Background: an optimization exercise with open tools, aiming at small area and a short achievable clock period. Do not read the settings as production practice. Function was not checked in any run shown here: the RTL went through the layout flow alone. No activity file was given, so power comes from the tool's default toggle rates.

==> design/flow/config.mk <==
export PLATFORM = sky130hd
export DESIGN_NAME = alu_reg
export DESIGN_NICKNAME = alu_reg
export VERILOG_FILES = /design/flow/design.v
export SDC_FILE = /design/flow/constraint.sdc
export NUM_CORES = 4
export LEC_CHECK = 0
export ABC_AREA = 1
export CAP_MARGIN = 20
export CORE_MARGIN = 2
export CORE_UTILIZATION = 40
export SLEW_MARGIN = 20
==> design/flow/constraint.sdc <==
create_clock -name core_clock -period 11.0 [get_ports {clk}]
set_input_delay 2.2000 -clock core_clock [delete_from_list [all_inputs] [get_ports {clk}]]
set_output_delay 2.2000 -clock core_clock [all_outputs]
set_load 0.01 [all_outputs]
==> design/flow/design.v <==
module alu_reg (
  input clk,
  input [7:0] a,
  input [7:0] b,
  input [3:0] mode,
  output reg [7:0] s,
  output reg cout
);
  reg [7:0] a_q, b_q;
  reg [3:0] mode_q;
  wire [7:0] s_w;
  wire cout_w;
  alu_8_bits alu (.s(s_w), .cout(cout_w), .mode(mode_q), .a(a_q), .b(b_q));
  always @(posedge clk) begin
    a_q <= a;
    b_q <= b;
    mode_q <= mode;
    s <= s_w;
    cout <= cout_w;
  end
endmodule

`timescale 1ns / 1ps
module alu_rcs #(parameter W = 2) (x, y, dif, nb);
  input  [W-1:0] x, y;
  output [W-1:0] dif;
  output         nb;
  localparam L = (W <= 1) ? 1 : $clog2(W);
  wire [W-1:0] yn = ~y;
  wire [W-1:0] g [0:L];
  wire [W-1:0] p [0:L];
  assign g[0] = (x & yn) | {{(W-1){1'b0}}, x[0] | yn[0]};
  assign p[0] = x | yn;
  genvar l, i;
  generate for (l = 0; l < L; l = l + 1) begin : lvl
    for (i = 0; i < W; i = i + 1) begin : bit_
      if ((i >> l) & 1) begin : join_
        localparam integer J = ((i >> l) << l) - 1;
        assign g[l+1][i] = g[l][i] | (p[l][i] & g[l][J]);
        assign p[l+1][i] = p[l][i] & p[l][J];
      end else begin : pass_
        assign g[l+1][i] = g[l][i];
        assign p[l+1][i] = p[l][i];
      end
    end
  end endgenerate
  assign dif = x ^ yn ^ {g[L][W-2:0], 1'b1};
  assign nb = g[L][W-1];
endmodule
module alu_pfa #(parameter W = 2) (x, y, sum, co);
  input  [W-1:0] x, y;
  output [W-1:0] sum;
  output         co;
  localparam L = (W <= 1) ? 1 : $clog2(W);
  wire [W-1:0] g [0:L];
  wire [W-1:0] p [0:L];
  assign g[0] = x & y;
  assign p[0] = x | y;
  genvar l, i;
  generate for (l = 0; l < L; l = l + 1) begin : lvl
    for (i = 0; i < W; i = i + 1) begin : bit_
      if ((i >> l) & 1) begin : join_
        localparam integer J = ((i >> l) << l) - 1;
        assign g[l+1][i] = g[l][i] | (p[l][i] & g[l][J]);
        assign p[l+1][i] = p[l][i] & p[l][J];
      end else begin : pass_
        assign g[l+1][i] = g[l][i];
        assign p[l+1][i] = p[l][i];
      end
    end
  end endgenerate
  assign sum = x ^ y ^ {g[L][W-2:0], 1'b0};
  assign co = g[L][W-1];
endmodule
module alu_div4_step #(parameter W = 2) (t, d1, d2, d3, hz1, hz2, hz3, q, r);
  input  [W-1:0] t, d1, d2, d3;
  input          hz1, hz2, hz3;
  output [1:0]   q;
  output [W-1:0] r;
  wire [W-1:0] y1, y2, y3;
  wire c1, c2, c3;
  alu_rcs #(W) u1 (.x(t), .y(d1), .dif(y1), .nb(c1));
  alu_rcs #(W) u2 (.x(t), .y(d2), .dif(y2), .nb(c2));
  alu_rcs #(W) u3 (.x(t), .y(d3), .dif(y3), .nb(c3));
  wire ge1 = hz1 & c1;
  wire ge2 = hz2 & c2;
  wire ge3 = hz3 & c3;
  assign q = {ge2, ge3 | (ge1 & ~ge2)};
  assign r = ge3 ? y3 : ge2 ? y2 : ge1 ? y1 : t;
endmodule
module alu_mul9(a, b, p);
  input [7:0] a, b;
  output [8:0] p;
  wire mw1 = (a[0] & b[6]) ^ (a[1] & b[5]);
  wire mw2 = (a[0] & b[6]) & (a[1] & b[5]);
  wire mw3 = (a[0] & b[7]) ^ (a[1] & b[6]) ^ (a[2] & b[5]);
  wire mw4 = ((a[0] & b[7]) & (a[1] & b[6])) | ((a[0] & b[7]) & (a[2] & b[5])) | ((a[1] & b[6]) & (a[2] & b[5]));
  wire mw5 = (a[3] & b[4]) ^ (a[4] & b[3]);
  wire mw6 = (a[3] & b[4]) & (a[4] & b[3]);
  wire mw7 = (a[0] & b[4]) ^ (a[1] & b[3]);
  wire mw8 = (a[0] & b[4]) & (a[1] & b[3]);
  wire mw9 = (a[0] & b[5]) ^ (a[1] & b[4]) ^ (a[2] & b[3]);
  wire mw10 = ((a[0] & b[5]) & (a[1] & b[4])) | ((a[0] & b[5]) & (a[2] & b[3])) | ((a[1] & b[4]) & (a[2] & b[3]));
  wire mw11 = (a[3] & b[2]) ^ (a[4] & b[1]);
  wire mw12 = (a[3] & b[2]) & (a[4] & b[1]);
  wire mw13 = (a[2] & b[4]) ^ (a[3] & b[3]) ^ (a[4] & b[2]);
  wire mw14 = ((a[2] & b[4]) & (a[3] & b[3])) | ((a[2] & b[4]) & (a[4] & b[2])) | ((a[3] & b[3]) & (a[4] & b[2]));
  wire mw15 = (a[5] & b[1]) ^ (a[6] & b[0]) ^ mw1;
  wire mw16 = ((a[5] & b[1]) & (a[6] & b[0])) | ((a[5] & b[1]) & mw1) | ((a[6] & b[0]) & mw1);
  wire mw17 = (a[5] & b[2]) ^ (a[6] & b[1]) ^ (a[7] & b[0]);
  wire mw18 = ((a[5] & b[2]) & (a[6] & b[1])) | ((a[5] & b[2]) & (a[7] & b[0])) | ((a[6] & b[1]) & (a[7] & b[0]));
  wire mw19 = mw3 ^ mw5 ^ mw2;
  wire mw20 = (mw3 & mw5) | (mw3 & mw2) | (mw5 & mw2);
  wire mw21 = (a[0] & b[3]) ^ (a[1] & b[2]);
  wire mw22 = (a[0] & b[3]) & (a[1] & b[2]);
  wire mw23 = (a[2] & b[2]) ^ (a[3] & b[1]) ^ (a[4] & b[0]);
  wire mw24 = ((a[2] & b[2]) & (a[3] & b[1])) | ((a[2] & b[2]) & (a[4] & b[0])) | ((a[3] & b[1]) & (a[4] & b[0]));
  wire mw25 = (a[5] & b[0]) ^ mw9 ^ mw11;
  wire mw26 = ((a[5] & b[0]) & mw9) | ((a[5] & b[0]) & mw11) | (mw9 & mw11);
  wire mw27 = mw13 ^ mw15 ^ mw10;
  wire mw28 = (mw13 & mw15) | (mw13 & mw10) | (mw15 & mw10);
  wire mw29 = mw17 ^ mw19 ^ mw14;
  wire mw30 = (mw17 & mw19) | (mw17 & mw14) | (mw19 & mw14);
  wire mw31 = (a[0] & b[2]) ^ (a[1] & b[1]);
  wire mw32 = (a[0] & b[2]) & (a[1] & b[1]);
  wire mw33 = (a[2] & b[1]) ^ (a[3] & b[0]) ^ mw21;
  wire mw34 = ((a[2] & b[1]) & (a[3] & b[0])) | ((a[2] & b[1]) & mw21) | ((a[3] & b[0]) & mw21);
  wire mw35 = mw7 ^ mw23 ^ mw22;
  wire mw36 = (mw7 & mw23) | (mw7 & mw22) | (mw23 & mw22);
  wire mw37 = mw8 ^ mw25 ^ mw24;
  wire mw38 = (mw8 & mw25) | (mw8 & mw24) | (mw25 & mw24);
  wire mw39 = mw12 ^ mw27 ^ mw26;
  wire mw40 = (mw12 & mw27) | (mw12 & mw26) | (mw27 & mw26);
  wire mw41 = mw16 ^ mw29 ^ mw28;
  wire mw42 = (mw16 & mw29) | (mw16 & mw28) | (mw29 & mw28);
  wire mw43 = (a[0] & b[1]) ^ (a[1] & b[0]);
  wire mw44 = (a[0] & b[1]) & (a[1] & b[0]);
  wire mw45 = (a[2] & b[0]) ^ mw31 ^ mw44;
  wire mw46 = ((a[2] & b[0]) & mw31) | ((a[2] & b[0]) & mw44) | (mw31 & mw44);
  wire mw47 = mw33 ^ mw32 ^ mw46;
  wire mw48 = (mw33 & mw32) | (mw33 & mw46) | (mw32 & mw46);
  wire mw49 = mw35 ^ mw34 ^ mw48;
  wire mw50 = (mw35 & mw34) | (mw35 & mw48) | (mw34 & mw48);
  wire mw51 = mw37 ^ mw36 ^ mw50;
  wire mw52 = (mw37 & mw36) | (mw37 & mw50) | (mw36 & mw50);
  wire mw53 = mw39 ^ mw38 ^ mw52;
  wire mw54 = (mw39 & mw38) | (mw39 & mw52) | (mw38 & mw52);
  wire mw55 = mw41 ^ mw40 ^ mw54;
  wire mw56 = (mw41 & mw40) | (mw41 & mw54) | (mw40 & mw54);
  wire mw57 = (a[1] & b[7]) ^ (a[2] & b[6]) ^ (a[3] & b[5]) ^ (a[4] & b[4]) ^ (a[5] & b[3]) ^ (a[6] & b[2]) ^ (a[7] & b[1]) ^ mw4 ^ mw6 ^ mw18 ^ mw20 ^ mw30 ^ mw42 ^ mw56;
  assign p = {mw57, mw55, mw53, mw51, mw49, mw47, mw45, mw43, (a[0] & b[0])};
endmodule
module alu_8_bits(s, cout, mode, a, b);
  input [7:0] a, b;
  input [3:0] mode;
  output [7:0] s;
  output cout;
  wire [15:0] m = 16'd1 << mode;
  wire sub = m[1] | m[14];
  wire [7:0] bb = b ^ {8{sub}};
  wire [7:0] p = a ^ bb;
  wire [8:0] c;
  assign c[0] = sub;
  genvar j;
  generate for (j = 0; j < 8; j = j + 1) begin : add_
    assign c[j+1] = (a[j] & bb[j]) | (p[j] & c[j]);
  end endgenerate
  wire [8:0] sum = {c[8] ^ sub, p ^ c[7:0]};
  wire eq = ~|p;
  wire gt = c[8] & ~&p;
  wire [7:0] g = a & b;
  wire G = m[8] | m[9] | m[11] | m[12];
  wire P = m[9] | m[10] | m[11] | m[13];
  wire inv = m[11] | m[12] | m[13];
  wire lg = m[8] | m[9] | m[10] | inv;
  wire [7:0] f = ((g & {8{G}}) | (p & {8{P}})) ^ {8{inv}};
  wire [8:0] prod;
  alu_mul9 mul (.a(a), .b(b), .p(prod));
  wire [7:0] b3s; wire b3c;
  alu_pfa #(8) b3a (.x({1'b0, b[7:1]}), .y(b), .sum(b3s), .co(b3c));
  wire [9:0] b3 = {b3c, b3s, b[0]};
  wire [1:0] qa, qb, qc, qd;
  wire [1:0] ra; wire [3:0] rb; wire [5:0] rc; wire [7:0] rd;
  alu_div4_step #(2) d3s (.t(a[7:6]), .d1(b[1:0]), .d2({b[0], 1'b0}), .d3(b3[1:0]),
    .hz1(b[7:2] == 0), .hz2(b[7:1] == 0), .hz3(b <= 8'd1), .q(qa), .r(ra));
  alu_div4_step #(4) d2s (.t({ra, a[5:4]}), .d1(b[3:0]), .d2({b[2:0], 1'b0}), .d3(b3[3:0]),
    .hz1(b[7:4] == 0), .hz2(b[7:3] == 0), .hz3(b <= 8'd5), .q(qb), .r(rb));
  alu_div4_step #(6) d1s (.t({rb, a[3:2]}), .d1(b[5:0]), .d2({b[4:0], 1'b0}), .d3(b3[5:0]),
    .hz1(b[7:6] == 0), .hz2(b[7:5] == 0), .hz3(b <= 8'd21), .q(qc), .r(rc));
  alu_div4_step #(8) d0s (.t({rc, a[1:0]}), .d1(b[7:0]), .d2({b[6:0], 1'b0}), .d3(b3[7:0]),
    .hz1(1'b1), .hz2(~b[7]), .hz3(b <= 8'd85), .q(qd), .r(rd));
  wire [7:0] quo = {qa, qb, qc, qd} & {8{|b}};
  wire ar  = m[0] | m[1];
  wire shl = m[4] | m[6];
  wire shr = m[5] | m[7];
  assign s = (sum[7:0] & {8{ar}}) | (prod[7:0] & {8{m[2]}}) | (quo & {8{m[3]}})
           | (f & {8{lg}}) | ({a[6:0], 1'b0} & {8{shl}}) | ({1'b0, a[7:1]} & {8{shr}})
           | {7'd0, (m[6] & a[7]) | (m[14] & gt) | (m[15] & eq)} | {m[7] & a[0], 7'd0};
  assign cout = (ar & sum[8]) | (m[2] & prod[8]) | (m[4] & a[7]) | inv;
endmodule
==> design/flow/run.sh <==
#!/bin/bash
# synth_recipe.tcl (not shown) runs the flow's synth.tcl, then flattens the netlist and writes it again
# the make line also repeats each setting of config.mk as NAME=value (left out here)
make -C /OpenROAD-flow-scripts/flow DESIGN_CONFIG=/design/flow/config.mk WORK_HOME=/design/flow/orfs CLKGATE_MAP_FILE= SYNTH_SCRIPT=/design/flow/synth_recipe.tcl finish
==> results.yml, run 1 <==
sta:
  rsz0062_at_grt: "no"
  hold_ws_ps: 669.6
  period_minus_slack_ps: 6071
  skew_ps: 11.37
  timing.fmax_ghz: 0.1647
  finalMaxSlewViolations: 0
  fin_crit_sh: 0.5519
  setup_viol: 0
  hold_viol: 0
  tightest_slew_ps: 717.9
  finalSetupTns_ps: 0
  slew_headroom: 0.5207
setup_path:
  path_buf_inv: 6
  path_class: "reg -> reg"
  cp-startpoint: "b_q[1]"
  reg2reg_from: "b_q[1]"
  slowest_delay_ps: 780
  cp_top_family: "adder cells"
  cpMaxStageDelayCell: "dfxtp_1"
  end_kind: "register"
  required_ps: 11130
  path_max_fanout: 15
  critPathMostFrequentCell: "nand2_1"
  arrival_ps: 6200
  startpoint_type: "register"
clocking:
  cts_buffer_depth: 2
  cts_resized: 0
  root_buffer: "clkbuf_16"
  numCtsBuffers: 5
  tritoncts: "built"
  postCtsSetupBuffers: 0
  clock_latency_ps: 300
  numClockSinks: 29
  path_clk_slew_ps: 60
  h-tree-depth: 2
  hold_buffers: 0
floorplan:
  core_area_mm2: 0.01257
  die_h_um: 117.2
  num_io_pins: 30
  fp.dieW_um: 117.2
  placementRows: 41
  start_util: 0.4080
  dieArea_mm2: 0.01374
yosys:
  yosys_warnings: 6
  ys.flop_type: "dfxtp_1"
  netlist_instances: 700
  synth_cell_types: 37
  synth_nets: 840
  synth_area_per_cell_um2: 7.325
  synth_area_mm2: 0.005127
  synth_enable_flop_cells: 0
  ys_seq_area_frac: 0.1132
  yosys.area.top_type: "ha_1"
  synth_top_cell_area_share: 0.1903
  ys_ff_latch: 29
  synth.top_cells.by_area: "ha_1 19%, fa_1 16%, dfxtp_1 11%"
  synthArstFlopShare: 0
routing:
  routed_wl_mm: 15.38
  ant_nets: 0
  drt_iter0_drc: 481
  dr.pass1.iters: 5
  drc: 0
  wl_per_cell_um: 16.99
  num_vias: 4704
  vias_per_cell: 5.198
min_path:
  holdCritPathClass: "reg -> reg"
  min_from: "mode_q[1]"
pwr:
  p_leak_nw: 3.011
  power_density_mw_per_mm2: 110.4
  vdd.ir_drop.worst_mv: 0.06148
grt:
  grt_pass1_vias: 4849
  grt_max_degree: 21
  grt_overflow: 0
  antenna_found_initial: 0
  grt_pass1_wl_mm: 24.98
  grt.total_usage: 0.2423
final_layout:
  nNetsFinal: 872
  layout-drive-gt1-share: 0.06548
  fin_util: 0.4588
  layout_common_cells: "141 x inv_1, 139 x nand2_1, 78 x ha_1"
  diodes: 0
  layout_commonest_cell: "inv_1"
  syn_to_final_growth_pct: 12.47
placement:
  gp_congestion: 0.9743
  dp.final_hpwl_mm: 12.22
  io_buffers: 29
run_status:
  status: "complete, no violations"
run:
  drv_cap: 0
Yosys cell counts (all sizes together) (10+ instances only):
| library cell | number |
|---|---|
| a21oi | 23 |
| dfxtp | 29 |
| fa | 41 |
| ha | 78 |
| inv | 145 |
| nand2 | 159 |
| nand3 | 60 |
| nor2 | 37 |
| o21ai | 21 |
| o22ai | 10 |
| xnor2 | 19 |
| xor2 | 24 |
where the power goes:
group          switching [mW]  internal, mW  leakage [nW]
logic                   0.219         0.148          2.70
registers              0.0133         0.116         0.245
clock network          0.0563        0.0831        0.0706
total                   0.289         0.347          3.01
cell type report:
type                            count  area (um^2)
Clock buffer                        6        128.9
Clock inverter                      2        10.01
Fill cell                        1248         6802
Inverter                          145        544.3
Multi-Input combinational cell    517         3960
Sequential cell                    29        580.6
Tap cell                          172        215.2
Timing Repair Buffer               34        327.8
per-layer routing:
layer,wire length (um),global-route usage,vias up
met5,0,0,-
met4,665,0.1153,0
met3,1086,0.04686,49
met2,7199,0.4011,203
met1,6428,0.3035,2179
li1,-,-,2273
flip-flops by register name, indices dropped and copies added, names as in the netlist:
signal	flops
a_q	8
b_q	8
s	8
mode_q	4
cout	1
path summary, 6_finish.rpt:
| check | endpoint | slack [ps] | cells past startpoint |
|---|---|---|---|
| setup / recovery | s[1] | 4930 | 30 |
| hold / removal | cout | 670 | 3 |
| setup reg to reg | s[1] | 4930 | 30 |
| hold reg to reg | cout | 670 | 3 |
per-stage QoR:
stage | power (mW) | instances | setup slack, ps | area [um^2]
2_1_floorplan | 0.3883 | 700 | 5852 | 5127
3_3_place_gp | 0.4923 | 897 | 5214 | 5628
3_5_place_dp | 0.4964 | 897 | 5002 | 5628
4_1_cts | 0.6412 | 905 | 4983 | 5767
5_1_grt | 0.6956 | 905 | 4415 | 5767
6_report | 0.6364 | 905 | 4929 | 5767
worst register-to-register path, delay by kind of cell, from the launching register on:
family,cells,cell delay [ps]
AOI/OAI and AO/OA,7,1200
adders and majority gates,5,1890
buffers and inverters,6,910
DFF,1,780
and+or+nand+nor,12,1120
cell families (layout without fill, tap and decap cells):
group,Yosys count,count (layout),synth area share
adders and majority gates,119,119,0.3504
AOI/OAI and AO/OA,82,82,0.1015
xor gates and xnor gates,43,43,0.07345
buffers and inverters,154,187,0.1144
and+or+nand+nor,273,273,0.2469
DFF,29,29,0.1132
==> run 2: changes to the inputs <==
--- a/design/flow/config.mk
+++ b/design/flow/config.mk
@@ -9,4 +9,6 @@
 export CAP_MARGIN = 20
 export CORE_MARGIN = 2
 export CORE_UTILIZATION = 40
+export SETUP_SLACK_MARGIN = 5
 export SLEW_MARGIN = 20
+export TNS_END_PERCENT = 0
==> results.yml, run 2 <==
run_status:
  status: "complete, no violations"
final_layout:
  nNetsFinal: 875
  stdcell_area_mm2: 0.005806
  layout_commonest_cell: "inv_1"
  layout_common_cells: "140 x inv_1, 139 x nand2_1, 77 x ha_1"
  diodes: 0
  syn_to_final_growth_pct: 13.23
  reg_top3: "a_q: 8 flops, b_q: 8 flops, s: 8 flops"
  fin_util: 0.4619
  layout-drive-gt1-share: 0.07880
  stdcell_count: 908
yosys:
  synth_most_common_cell: "inv_1"
  synth_area_per_cell_um2: 7.325
  ys_seq_area_frac: 0.1132
  ys_ff_latch: 29
  synthArstFlopShare: 0
  yosys_warnings: 6
  yosys.area.top_type: "ha_1"
  synth_top_cell_area_share: 0.1903
  synth_enable_flop_cells: 0
  synth_nets: 840
  synthTopCellsByCount: "141 x inv_1, 139 x nand2_1, 78 x ha_1"
  synth_area_mm2: 0.005127
  synth_cell_types: 37
  ys.flop_type: "dfxtp_1"
  synth.top_cells.by_area: "ha_1 19%, fa_1 16%, dfxtp_1 11%"
  netlist_instances: 700
setup_path:
  path_max_fanout: 16
  endpoint: "s[1]"
  timing.rr.end: "s[1]"
  rrSetupSlack_ps: 5490
  cp-startpoint: "b_q[3]"
  slowest_delay_ps: 500
  reg2reg_from: "b_q[3]"
  arrival_ps: 5640
  cpMaxStageDelayCell: "fa_1"
  required_ps: 11130
  end_kind: "register"
  startpoint_type: "register"
  path_class: "reg -> reg"
  critPathMostFrequentCell: "nand2_1"
  r2r_cells: 34
sta:
  period_minus_slack_ps: 5509
  slew_headroom: 0.5440
  tightest_slew_ps: 681.1
  finalSetupTns_ps: 0
  hold_viol: 0
  rsz0062_at_grt: "no"
  fin_crit_sh: 0.5009
  setup_viol: 0
  timing.fmax_ghz: 0.1815
  skew_ps: 11.52
  finalMaxSlewViolations: 0
placement:
  dp.final_hpwl_mm: 12.22
  io_buffers: 29
  gp_congestion: 0.9743
  dp_cells: 897
  placed_area_mm2: 0.005628
grt:
  grt.total_usage: 0.2423
  grt_max_degree: 21
  antenna_found_initial: 0
  grt_pass1_wl_mm: 24.98
  grt_overflow: 0
  grt_pass1_vias: 4849
clocking:
  numClockSinks: 29
  root_buffer: "clkbuf_16"
  tritoncts: "built"
  cts_buffer_depth: 2
  hold_buffers: 0
  path_clk_slew_ps: 60
  h-tree-depth: 2
  clock_latency_ps: 300
  numCtsBuffers: 5
floorplan:
  fp.dieW_um: 117.2
  num_io_pins: 30
  placementRows: 41
  start_util: 0.4080
  core_area_mm2: 0.01257
  dieArea_mm2: 0.01374
  die_h_um: 117.2
pwr:
  p_leak_nw: 3.019
  power_density_mw_per_mm2: 110.0
  vdd.ir_drop.worst_mv: 0.06134
routing:
  ant_nets: 0
  num_vias: 4730
  drc: 0
  vias_per_cell: 5.209
  wl_per_cell_um: 16.96
  routed_wl_mm: 15.40
  drt_iter0_drc: 374
  dr.pass1.iters: 5
run:
  drv_cap: 0
min_path:
  holdCritPathClass: "reg -> reg"
==> run 2: cell types whose count changed in the layout (fill, tap and decap cells not counted) <==
cell | before | now
buf_4 | 5 | 8
dfxtp_2 | 0 | 4
ha_1 | 78 | 77
clkinvlp_4 | 0 | 1
a22oi_2 | 0 | 1
ha_2 | 0 | 1
a22oi_1 | 1 | 0
dfxtp_1 | 29 | 25
inv_1 | 141 | 140
==> run 2: critical path, delay by kind of cell (launching register included) <==
family / cells / cell delay [ps]
AO/OA/AOI/OAI: 7 / 1120
buffers and inverters: 7 / 1090
AND/OR/NAND/NOR: 16 / 1630
flip-flops: 1 / 300
adder cells (fa/ha/maj): 4 / 1170
==> run 2: worst min-delay path by stage <==
stage,start,end,cells past startpoint
final,mode_q[1],cout,3
after global routing,mode_q[1],cout,3
after CTS,mode_q[1],cout,3
after detailed placement,mode_q[1],cout,3
after global placement,mode_q[1],cout,3
after floorplan,a_q[0],s[1],2
==> run 2: report_power, final <==
group / internal [mW] / switching [mW] / total [mW]
logic: 0.149 / 0.220 / 0.369
registers: 0.117 / 0.0135 / 0.130
clock network: 0.0831 / 0.0563 / 0.139
total: 0.349 / 0.290 / 0.639
==> run 2: cells by family (layout without fill, tap and decap cells) <==
group                      Yosys count  after routing  share of synthesized area
DFF                                 29             29                     0.1132
AOI/OAI and AO/OA                   82             82                     0.1015
buffers and inverters              154            190                     0.1144
xor gates and xnor gates            43             43                    0.07345
and+or+nand+nor                    273            273                     0.2469
adders and majority gates          119            119                     0.3504
==> run 2: final cells by class <==
class	instances	area, um^2
Sequential cell	29	585.6
Clock buffer	6	128.9
Clock inverter	2	10.01
Multi-Input combinational cell	517	3968
Inverter	145	548.0
Tap cell	172	215.2
Fill cell	1248	6763
Timing Repair Buffer	37	350.3
==> run 2: per-stage QoR <==
stage | worst slack (ps) | hold WS [ps] | total power, mW
CTS | 5194 | 673.5 | 0.6412
detailed placement | 5002 | 657.5 | 0.4964
global placement | 5214 | 669.5 | 0.4923
finish | 5491 | 669.8 | 0.6388
global route | 5001 | 723.0 | 0.6976
floorplan | 5852 | 545.4 | 0.3883
==> run 2: repair_timing <==
action | CTS | global route
endpoints found under the setup margin | 1 | 2
gates resized for setup | 1 | 6
setup buffers | 0 | 3
==> run 2: routing by layer <==
layer	GRT usage	vias to the layer above	routed length, um	share of wire
li1	-	2278	-	-
met1	0.3035	2198	6503	0.42
met2	0.4011	205	7194	0.47
met3	0.04686	49	1035	0.067
met4	0.1153	0	667	0.043
met5	0	-	0	0
==> run 3: changes to the inputs <==
==> design/flow/flow/run.sh (new file) <==
#!/bin/bash
set -euo pipefail
MARGIN=6
BUFCELL=sky130_fd_sc_hd__buf_1
sed -e "s/SETUP_SLACK_MARGIN=[-0-9.]*/SETUP_SLACK_MARGIN=${MARGIN}/" \
    -e "s/\"\\\${@:-finish}\"/BUFFER_PORTS_ARGS=\"-buffer_cell ${BUFCELL}\" \"\${@:-finish}\"/" \
    standard.sh > layout.sh
bash standard.sh synth > make_synth.log 2>&1
bash layout.sh > make_layout.log 2>&1
==> design/flow/standard.sh (new file) <==
#!/bin/bash
# synth_recipe.tcl (not shown) runs the flow's synth.tcl, then flattens the netlist and writes it again
# the make line also repeats each setting of config.mk as NAME=value (left out here)
make -C /OpenROAD-flow-scripts/flow DESIGN_CONFIG=/design/flow/config.mk WORK_HOME=/design/flow/orfs CLKGATE_MAP_FILE= SYNTH_SCRIPT=/design/flow/synth_recipe.tcl "${@:-finish}"
removed: design/flow/run.sh
==> results.yml, run 3 <==
run_status:
  status: "complete, no violations"
sta:
  hold_viol: 0
  finalMaxSlewViolations: 0
  skew_ps: 7.134
  hold_ws_ps: 659.7
  finalSetupTns_ps: 0
  timing.fmax_ghz: 0.2052
  rsz0062_at_grt: "yes"
  setup_viol: 0
  tightest_slew_ps: 711.8
  period_minus_slack_ps: 4873
  worst_slack_ps: 6127
  slew_headroom: 0.5234
  fin_crit_sh: 0.4430
yosys:
  synth_area_mm2: 0.005127
  synth_enable_flop_cells: 0
  synth_most_common_cell: "inv_1"
  synthTopCellsByCount: "141 x inv_1, 139 x nand2_1, 78 x ha_1"
  synth_top_cell_area_share: 0.1903
  ys_seq_area_frac: 0.1132
  synth_nets: 840
  synth.top_cells.by_area: "ha_1 19%, fa_1 16%, dfxtp_1 11%"
  synth_area_per_cell_um2: 7.325
  netlist_instances: 700
  yosys.area.top_type: "ha_1"
  ys.flop_type: "dfxtp_1"
  ys_ff_latch: 29
  synth_cell_types: 37
  synthArstFlopShare: 0
  yosys_warnings: 6
final_layout:
  reg_top3: "a_q: 8 flops, b_q: 8 flops, s: 8 flops"
  stdcell_count: 969
  nNetsFinal: 936
  syn_to_final_growth_pct: 25.67
  layout-drive-gt1-share: 0.2171
  fillCellCount: 1227
  diodes: 0
  layout_common_cells: "131 x nand2_1, 121 x inv_1, 66 x ha_1"
  layout_commonest_cell: "nand2_1"
clocking:
  clock_latency_ps: 290
  numCtsBuffers: 5
  numClockSinks: 29
  path_clk_slew_ps: 60
  root_buffer: "clkbuf_16"
  h-tree-depth: 2
  tritoncts: "built"
  cts_buffer_depth: 2
  hold_buffers: 0
grt:
  grt_pass1_wl_mm: 25.37
  antenna_found_initial: 0
  grt_max_degree: 21
  grt_pass1_vias: 4898
  grt.total_usage: 0.2449
  grt_overflow: 0
floorplan:
  num_io_pins: 30
  dieArea_mm2: 0.01374
  die_h_um: 117.2
  placementRows: 41
  fp.dieW_um: 117.2
  start_util: 0.4080
  core_area_mm2: 0.01257
pwr:
  total_power_uw: 672.2
  vdd.ir_drop.worst_mv: 0.06390
  p_leak_nw: 3.218
  power_density_mw_per_mm2: 104.3
placement:
  io_buffers: 29
  dp_cells: 897
  dp.final_hpwl_mm: 11.97
  gp_congestion: 0.9763
  pre_cts_ws_ps: 5102
routing:
  routed_wl_mm: 16.95
  drt_iter0_drc: 622
  dr.pass1.iters: 5
  ant_nets: 0
  wl_per_cell_um: 17.50
  drc: 0
  vias_per_cell: 5.288
  num_vias: 5124
setup_path:
  end_kind: "register"
  required_ps: 11180
  rrSetupSlack_ps: 6130
  startpoint_type: "register"
  path_class: "reg -> reg"
  path_max_fanout: 9
  critPathMostFrequentCell: "nand2_1"
  slowest_delay_ps: 380
  cpMaxStageDelayCell: "fa_2"
  reg2reg_from: "a_q[6]"
  arrival_ps: 5050
  timing.rr.end: "s[0]"
  cp-startpoint: "a_q[6]"
  r2r_cells: 37
min_path:
  holdCritPathClass: "reg -> reg"
  min_from: "a_q[7]"
  hold_path_end: "cout"
  hold_depth: 2
run:
  drv_cap: 0
-- run 3: cell counts after synthesis --
No cell type changed its count.
-- run 3: cells by family after synthesis --
family,count (synthesis),share of synthesized area
and+or+nand+nor,273,0.2469
buffers and inverters,154,0.1144
adders and majority gates,119,0.3504
AOI/OAI and AO/OA,82,0.1015
xor gates and xnor gates,43,0.07345
DFF,29,0.1132
-- run 3: layer usage --
| metal | vias to the layer above | track usage | share of wire |
|---|---|---|---|
| met5 | - | 0 | 0 |
| met4 | 0 | 0.1224 | 0.049 |
| met3 | 61 | 0.04480 | 0.069 |
| met2 | 237 | 0.4023 | 0.47 |
| met1 | 2416 | 0.3084 | 0.41 |
| li1 | 2410 | - | - |
-- run 3: how the worst max path moves through the flow --
stage | slack [ps] | depth (start not counted) | end
floorplan | 6070 | 36 | s[0]
global placement | 5340 | 36 | s[0]
detailed placement | 5100 | 36 | s[0]
CTS | 6020 | 34 | s[0]
global route | 5790 | 37 | s[0]
finish | 6130 | 37 | s[0]
-- run 3: worst max-delay path: cells and delay by family (launching register included) --
family	cells	cell delay [ps]
AND/OR/NAND/NOR	22	2040
AO/OA/AOI/OAI	4	540
buffers and inverters	7	860
adder cells (fa/ha/maj)	4	950
flip-flops	1	370
-- run 3: report_power, final --
part	internal (mW)	switching, mW	total, mW	leakage (nW)
Sequential	0.116	0.0123	0.128	0.247
Clock	0.0832	0.0563	0.140	0.0706
Combinational	0.166	0.239	0.405	2.90
-- run 3: through the flow --
stage	util	area (um^2)
after CTS	0.4624	5812
after detailed placement	0.4337	5451
final	0.5127	6444
after floorplan	-	5134
after global routing	0.5127	6444
after global placement	0.4337	5451
-- run 3: area by class of cell --
type                            count  area [um^2]  area share
Clock buffer                        6        128.9     0.02000
Clock inverter                      2        10.01    0.001553
Inverter                          145        593.1     0.09204
Multi-Input combinational cell    517         4170      0.6472
Sequential cell                    29        606.8     0.09417
Tap cell                          172        215.2     0.03340
Timing Repair Buffer               98        719.4      0.1117
-- run 3: repair_timing --
| item | 4_1_cts | 5_1_grt |
|---|---|---|
| pin swaps | 2 | 33 |
| buffers inserted | 16 | 46 |
| cloned | 0 | 2 |
| gates resized for setup | 32 | 67 |
| endpoints found under the setup margin | 3 | 2 |
==> run 4: changes to the inputs <==
--- a/design/flow/flow/run.sh
+++ b/design/flow/flow/run.sh
@@ -1,6 +1,6 @@
 #!/bin/bash
 set -euo pipefail
-MARGIN=6
+MARGIN=7
 BUFCELL=sky130_fd_sc_hd__buf_1
 sed -e "s/SETUP_SLACK_MARGIN=[-0-9.]*/SETUP_SLACK_MARGIN=${MARGIN}/" \
     -e "s/\"\\\${@:-finish}\"/BUFFER_PORTS_ARGS=\"-buffer_cell ${BUFCELL}\" \"\${@:-finish}\"/" \
--- a/design/flow/config.mk
+++ b/design/flow/config.mk
@@ -9,6 +9,7 @@
 export CAP_MARGIN = 20
 export CORE_MARGIN = 2
 export CORE_UTILIZATION = 40
+export CTS_BUF_LIST = sky130_fd_sc_hd__clkbuf_4
 export SETUP_SLACK_MARGIN = 5
 export SLEW_MARGIN = 20
 export TNS_END_PERCENT = 0
==> results.yml, run 4 <==
run_status:
  status: "complete, no violations"
setup_path:
  cpMaxStageDelayCell: "fa_2"
  end_kind: "register"
  cp_top_family: "adder cells"
  cp-startpoint: "b_q[1]"
  r2r_cells: 31
  path_buf_inv: 5
  slowest_delay_ps: 530
  path_max_fanout: 5
  rrSetupSlack_ps: 6250
  required_ps: 11270
  timing.rr.end: "s[0]"
  cp.depth: 31
  path_class: "reg -> reg"
  reg2reg_from: "b_q[1]"
  arrival_ps: 5020
  endpoint: "s[0]"
  startpoint_type: "register"
final_layout:
  fin_util: 0.4849
  layout_common_cells: "126 x nand2_1, 121 x inv_1, 69 x ha_1"
  multi_input_area_mm2: 0.004136
  syn_to_final_growth_pct: 18.86
  layout_commonest_cell: "nand2_1"
  reg_top3: "a_q: 8 flops, b_q: 8 flops, s: 8 flops"
  nNetsFinal: 918
  stdcell_count: 950
  fillCellCount: 1277
  layout-drive-gt1-share: 0.2005
  regArea_um2: 611.8
  diodes: 0
pwr:
  total_power_uw: 596.3
  power_density_mw_per_mm2: 97.85
  vdd.ir_drop.worst_mv: 0.07331
  p_leak_nw: 3.082
clocking:
  path_clk_slew_ps: 110
  numCtsBuffers: 5
  h-tree-depth: 2
  root_buffer: "clkbuf_4"
  tritoncts: "built"
  hold_buffers: 0
  cts_buffer_depth: 2
  clock_latency_ps: 360
  numClockSinks: 29
routing:
  drt_iter0_drc: 532
  vias_per_cell: 5.251
  drc: 0
  dr.pass1.iters: 8
  num_vias: 4988
  routed_wl_mm: 17.02
  ant_nets: 0
  wl_per_cell_um: 17.91
floorplan:
  num_io_pins: 30
  core_area_mm2: 0.01257
  die_h_um: 117.2
  fp.dieW_um: 117.2
  placementRows: 41
  start_util: 0.4080
  dieArea_mm2: 0.01374
yosys:
  synth_top_cell_area_share: 0.1903
  synthTopCellsByCount: "141 x inv_1, 139 x nand2_1, 78 x ha_1"
  synth_enable_flop_cells: 0
  ys.flop_type: "dfxtp_1"
  yosys.area.top_type: "ha_1"
  synthArstFlopShare: 0
  synth_cell_types: 37
  yosys_warnings: 6
  synth.top_cells.by_area: "ha_1 19%, fa_1 16%, dfxtp_1 11%"
  synth_area_per_cell_um2: 7.325
  netlist_instances: 700
  ys_ff_latch: 29
  synth_area_mm2: 0.005127
  synth_most_common_cell: "inv_1"
  ys_seq_area_frac: 0.1132
  synth_nets: 840
min_path:
  holdCritPathClass: "reg -> reg"
placement:
  dp.final_hpwl_mm: 12.31
  gp_congestion: 0.9450
  dp_cells: 894
  io_buffers: 29
sta:
  tightest_slew_ps: 738.5
  fin_crit_sh: 0.4319
  hold_viol: 0
  setup_viol: 0
  timing.fmax_ghz: 0.2105
  skew_ps: 17.73
  slew_headroom: 0.5055
  period_minus_slack_ps: 4751
  finalSetupTns_ps: 0
  rsz0062_at_grt: "yes"
  finalMaxSlewViolations: 0
grt:
  grt.total_usage: 0.2600
  grt_pass1_vias: 4996
  grt_pass1_wl_mm: 26.45
  grt_max_degree: 18
  antenna_found_initial: 0
  grt_overflow: 0
run:
  drv_cap: 0
run 4: cell count changes in the layout (fill, tap and decap cells not counted), moves of 5 or more:
cell | before | now
buf_4 | 61 | 47
clkbuf_16 | 7 | 0
clkbuf_4 | 0 | 6
inv_2 | 10 | 15
nand2_1 | 131 | 126
nand2_2 | 20 | 25
run 4: through the flow:
stage	hold slack, ps	setup WS (ps)	instance area, um^2
floorplan	545.4	6357	5177
global placement	664.9	5192	5463
detailed placement	650.9	5059	5463
CTS	675.1	6314	5974
global route	712.2	5949	6095
finish	690.5	6249	6095
run 4: cells by family after synthesis:
family                   share of synthesized area
buffers and inverters                       0.1144
XOR/XNOR                                   0.07345
flip-flops                                  0.1132
adder cells (fa/ha/maj)                     0.3504
AND/OR/NAND/NOR                             0.2469
AO/OA/AOI/OAI                               0.1015
run 4: worst min path at each step:
stage                   start   end  slack [ps]  cells after the start
finish              mode_q[1]  cout         690                      3
floorplan              a_q[0]  s[1]         550                      2
global placement    mode_q[1]  cout         660                      3
detailed placement  mode_q[1]  cout         650                      3
global route        mode_q[1]  cout         710                      3
CTS                 mode_q[1]  cout         680                      3
run 4: final cells by class:
cell class | count | share of cell area
repair buffers | 80 | 0.08315
well taps | 172 | 0.03531
multi-input cells | 517 | 0.6787
clock buffers | 6 | 0.007391
clock inverters | 1 | 0.0006159
flip-flops and latches | 29 | 0.1004
inverters | 145 | 0.09444
run 4: report_power, final:
part / switching, mW / leakage [nW] / internal, mW / total, mW
Sequential: 0.0121 / 0.247 / 0.116 / 0.128
Combinational: 0.238 / 2.81 / 0.161 / 0.399
Clock: 0.0442 / 0.0292 / 0.0257 / 0.0699
run 4: repair_timing:
item,in CTS,in global routing
gates resized for setup,53,18
setup endpoints to repair,8,8
setup buffers,41,8
pin swaps,20,22
gates cloned,0,0
run 4: worst register-to-register path, delay by kind of cell, from the launching register on:
kind	cells	cell delay [ps]
fa+ha+maj	5	1640
buf+inv	5	540
flops	1	380
compound gates	6	910
simple gates	15	1160
run 4: routing by layer:
metal | GRT usage | part of all wire | up-vias | wire length [um]
li1 | - | - | 2363 | -
met1 | 0.3358 | 0.42 | 2334 | 7090
met2 | 0.4230 | 0.46 | 223 | 7750
met3 | 0.04119 | 0.069 | 68 | 1170
met4 | 0.1278 | 0.059 | 0 | 1005
met5 | 0 | 0 | - | 0
==> run 5: changes to the inputs <==
--- a/design/flow/design.v
+++ b/design/flow/design.v
@@ -46,31 +46,6 @@
   end endgenerate
   assign dif = x ^ yn ^ {g[L][W-2:0], 1'b1};
   assign nb = g[L][W-1];
-endmodule
-module alu_pfa #(parameter W = 2) (x, y, sum, co);
-  input  [W-1:0] x, y;
-  output [W-1:0] sum;
-  output         co;
-  localparam L = (W <= 1) ? 1 : $clog2(W);
-  wire [W-1:0] g [0:L];
-  wire [W-1:0] p [0:L];
-  assign g[0] = x & y;
-  assign p[0] = x | y;
-  genvar l, i;
-  generate for (l = 0; l < L; l = l + 1) begin : lvl
-    for (i = 0; i < W; i = i + 1) begin : bit_
-      if ((i >> l) & 1) begin : join_
-        localparam integer J = ((i >> l) << l) - 1;
-        assign g[l+1][i] = g[l][i] | (p[l][i] & g[l][J]);
-        assign p[l+1][i] = p[l][i] & p[l][J];
-      end else begin : pass_
-        assign g[l+1][i] = g[l][i];
-        assign p[l+1][i] = p[l][i];
-      end
-    end
-  end endgenerate
-  assign sum = x ^ y ^ {g[L][W-2:0], 1'b0};
-  assign co = g[L][W-1];
 endmodule
 module alu_div4_step #(parameter W = 2) (t, d1, d2, d3, hz1, hz2, hz3, q, r);
   input  [W-1:0] t, d1, d2, d3;
@@ -176,9 +151,7 @@
   wire [7:0] f = ((g & {8{G}}) | (p & {8{P}})) ^ {8{inv}};
   wire [8:0] prod;
   alu_mul9 mul (.a(a), .b(b), .p(prod));
-  wire [7:0] b3s; wire b3c;
-  alu_pfa #(8) b3a (.x({1'b0, b[7:1]}), .y(b), .sum(b3s), .co(b3c));
-  wire [9:0] b3 = {b3c, b3s, b[0]};
+  wire [9:0] b3 = {2'b0, b} + {1'b0, b, 1'b0};
   wire [1:0] qa, qb, qc, qd;
   wire [1:0] ra; wire [3:0] rb; wire [5:0] rc; wire [7:0] rd;
   alu_div4_step #(2) d3s (.t(a[7:6]), .d1(b[1:0]), .d2({b[0], 1'b0}), .d3(b3[1:0]),
==> design/flow/flow/run.sh (replaced) <==
#!/bin/bash
set -euo pipefail
sed -e 's/SETUP_SLACK_MARGIN=[-0-9.]*/SETUP_SLACK_MARGIN=$MARGIN/' standard.sh > margin.sh
bash standard.sh synth > make_synth.log 2>&1
MARGIN=8 bash margin.sh > make_finish.log 2>&1
--- a/design/flow/config.mk
+++ b/design/flow/config.mk
@@ -9,7 +9,6 @@
 export CAP_MARGIN = 20
 export CORE_MARGIN = 2
 export CORE_UTILIZATION = 40
-export CTS_BUF_LIST = sky130_fd_sc_hd__clkbuf_4
 export SETUP_SLACK_MARGIN = 5
 export SLEW_MARGIN = 20
 export TNS_END_PERCENT = 0
==> results.yml, run 5 <==
routing:
  ant_nets: 0
  dr.pass1.iters: 5
  wl_per_cell_um: 17.69
  drt_iter0_drc: 347
  routed_wl_mm: 16.93
  num_vias: 5006
  vias_per_cell: 5.231
  drc: 0
setup_path:
  required_ps: 11180
  end_kind: "register"
  critPathMostFrequentCell: "fa_1"
  r2r_cells: 23
  slowest_delay_ps: 420
  timing.rr.end: "s[0]"
  path_class: "reg -> reg"
  arrival_ps: 4860
  path_max_fanout: 9
  cpMaxStageDelayCell: "fa_1"
  cp_cell_sequence: "inv_1 -> nor2_1 -> inv_1 -> nor3_2 -> nor2_1 -> buf_6 -> inv_1 -> o21ai_0 -> inv_1 -> fa_1 -> fa_1 -> fa_1 -> fa_1 -> inv_1 -> fa_1 -> inv_1 -> fa_1 -> fa_1 -> nand2_1 -> o41ai_1 -> nand2_1 -> o2111a_1 -> nand2_1"
  rrSetupSlack_ps: 6320
  reg2reg_from: "mode_q[1]"
  startpoint_type: "register"
clocking:
  path_clk_slew_ps: 60
  hold_buffers: 0
  numCtsBuffers: 5
  h-tree-depth: 2
  numClockSinks: 29
  tritoncts: "built"
  root_buffer: "clkbuf_16"
  cts_buffer_depth: 2
  clock_latency_ps: 290
yosys:
  synth_top_family_by_area: "adder cells"
  synth.top_cells.by_area: "ha_1 19%, fa_1 15%, dfxtp_1 11%"
  yosys.area.top_type: "ha_1"
  ys_seq_area_frac: 0.1118
  yosys.area_share.adder: 0.3408
  synth_most_common_cell: "nand2_1"
  synth_area_per_cell_um2: 7.384
  synth_top_cell_area_share: 0.1904
  ys.flop_type: "dfxtp_1"
  synth_cell_types: 40
  synth_area_mm2: 0.005191
  synth_xor_area_frac: 0.07592
  netlist_instances: 703
  ys_ff_latch: 29
  synth_enable_flop_cells: 0
  synth_nets: 842
  synth_compound_gate_area_share: 0.1058
  synthArstFlopShare: 0
  yosys_warnings: 5
  yosys.area_share.simple: 0.2577
  synth_mux_area_frac: 0
  synthTopCellsByCount: "138 x nand2_1, 134 x inv_1, 79 x ha_1"
placement:
  gp_congestion: 0.9605
  io_buffers: 29
  dp.final_hpwl_mm: 12.53
final_layout:
  layout_commonest_cell: "nand2_1"
  layout_common_cells: "129 x nand2_1, 116 x inv_1, 71 x ha_1"
  layout-drive-gt1-share: 0.2306
  nNetsFinal: 923
  diodes: 0
  reg_top3: "a_q: 8 flops, b_q: 8 flops, s: 8 flops"
  syn_to_final_growth_pct: 27.07
floorplan:
  fp.dieW_um: 117.9
  num_io_pins: 30
  die_h_um: 117.9
  dieArea_mm2: 0.01391
  placementRows: 41
  core_area_mm2: 0.01267
  start_util: 0.4097
sta:
  rsz0062_at_grt: "yes"
  fin_crit_sh: 0.4255
  period_minus_slack_ps: 4681
  slew_headroom: 0.4044
  setup_viol: 0
  skew_ps: 5.005
  finalMaxSlewViolations: 0
  hold_viol: 0
  finalSetupTns_ps: 0
  hold_ws_ps: 613.3
  timing.fmax_ghz: 0.2136
  tightest_slew_ps: 886.6
run:
  drv_cap: 0
pwr:
  p_leak_nw: 3.312
  vdd.ir_drop.worst_mv: 0.06006
  power_density_mw_per_mm2: 111.4
min_path:
  holdCritPathClass: "reg -> reg"
  hold_depth: 2
  hold_path_end: "cout"
  min_from: "mode_q[2]"
grt:
  grt_pass1_vias: 5211
  grt_max_degree: 19
  grt_overflow: 0
  grt_pass1_wl_mm: 26.91
  antenna_found_initial: 0
  grt.total_usage: 0.2466
run_status:
  status: "complete, no violations"
==> run 5: changes by cell type after synthesis, moves of 4 or more <==
| cell | previous run | this run |
|---|---|---|
| o21ai_0 | 19 | 23 |
| xor2_1 | 24 | 33 |
| xnor2_1 | 19 | 12 |
| nand4_1 | 7 | 3 |
| inv_1 | 141 | 134 |
| nor2_1 | 33 | 28 |
| nand2_2 | 14 | 25 |
==> run 5: timing repair <==
action | 4_1_cts | 5_1_grt
buffers inserted | 43 | 9
setup endpoints to repair | 18 | 18
pin swaps | 26 | 18
resized for setup | 53 | 25
==> run 5: layout make-up <==
cell class	instances	area, um^2
Fill cell	1220	6075
Multi-Input combinational cell	527	4322
Timing Repair Buffer	83	715.7
Sequential cell	29	615.6
Inverter	138	551.8
Tap cell	172	215.2
Clock buffer	6	138.9
Clock inverter	2	37.54
==> run 5: how the worst max path moves through the flow <==
stage          slack, ps      start    to
2_1_floorplan       6470     b_q[1]  s[0]
3_3_place_gp        5150     b_q[3]  s[0]
3_5_place_dp        5170     b_q[3]  s[0]
4_1_cts             6390     a_q[6]  s[0]
5_1_grt             6090     a_q[6]  s[0]
6_report            6320  mode_q[1]  s[0]
==> run 5: metal layers <==
metal	share of wire	up-vias	GRT usage
met4	0.042	0	0.1227
met2	0.48	190	0.4190
met5	0	-	0
met3	0.061	58	0.03634
li1	-	2388	-
met1	0.41	2370	0.3038
==> run 5: cells by family (layout without fill, tap and decap cells) <==
family                     Yosys count  after routing
AOI/OAI and AO/OA                   87             87
xor gates and xnor gates            45             45
adders and majority gates          118            118
buffers and inverters              147            229
DFF                                 29             29
and+or+nand+nor                    277            277
==> run 5: worst max-delay path, delay by kind of cell, from the launching register on <==
| family | cells | cell delay [ps] |
|---|---|---|
| flops | 1 | 330 |
| compound gates | 3 | 500 |
| simple gates | 6 | 480 |
| buf+inv | 7 | 690 |
| fa+ha+maj | 7 | 2560 |
==> run 5: through the flow <==
step	power, mW	util	worst slack [ps]	area, um^2	std cells
6_report	0.7345	0.5206	6319	6596	957
3_3_place_gp	0.5132	0.4539	5145	5752	897
5_1_grt	0.7907	0.5206	6086	6596	957
2_1_floorplan	0.4018	-	6466	5285	703
3_5_place_dp	0.5165	0.4539	5172	5752	897
4_1_cts	0.7145	0.5078	6393	6434	948
==> run 5: power by group <==
group | switching [mW] | internal (mW) | total, mW
Clock | 0.0581 | 0.113 | 0.171
Sequential | 0.0121 | 0.116 | 0.128
Combinational | 0.254 | 0.181 | 0.436
Total | 0.325 | 0.410 | 0.735

[afterwards: timing with drivers on the ports]
How much do the figures lean on ideal ports? The routed layouts below were timed once more, with nothing changed but the port constraints. Step 1 sets driving cells, clkbuf_16 on the clock port and buf_2 on the other inputs (assumed; they add their load-dependent delay and slew). Step 2 times the ports against the registers' clock, not the clock port: input delays grow and output delays shrink by t, the midpoint of the rising clock arrivals with the driver on. Three values: ideal, step 1, step 2; two values: the first two.
run | t, ns | slack for setup (ns) | pins driven straight from the clock port
run 1 | 0.334 | 4.929 / 4.929 / 4.929 | 1
run 2 | 0.336 | 5.491 / 5.491 / 5.491 | 1
run 3 | 0.324 | 6.127 / 6.127 / 6.127 | 1
run 4 | 0.384 | 6.249 / 6.249 / 6.249 | 1
run 5 | 0.325 | 6.319 / 6.319 / 6.319 | 1
After both steps every run listed still meets setup and hold.
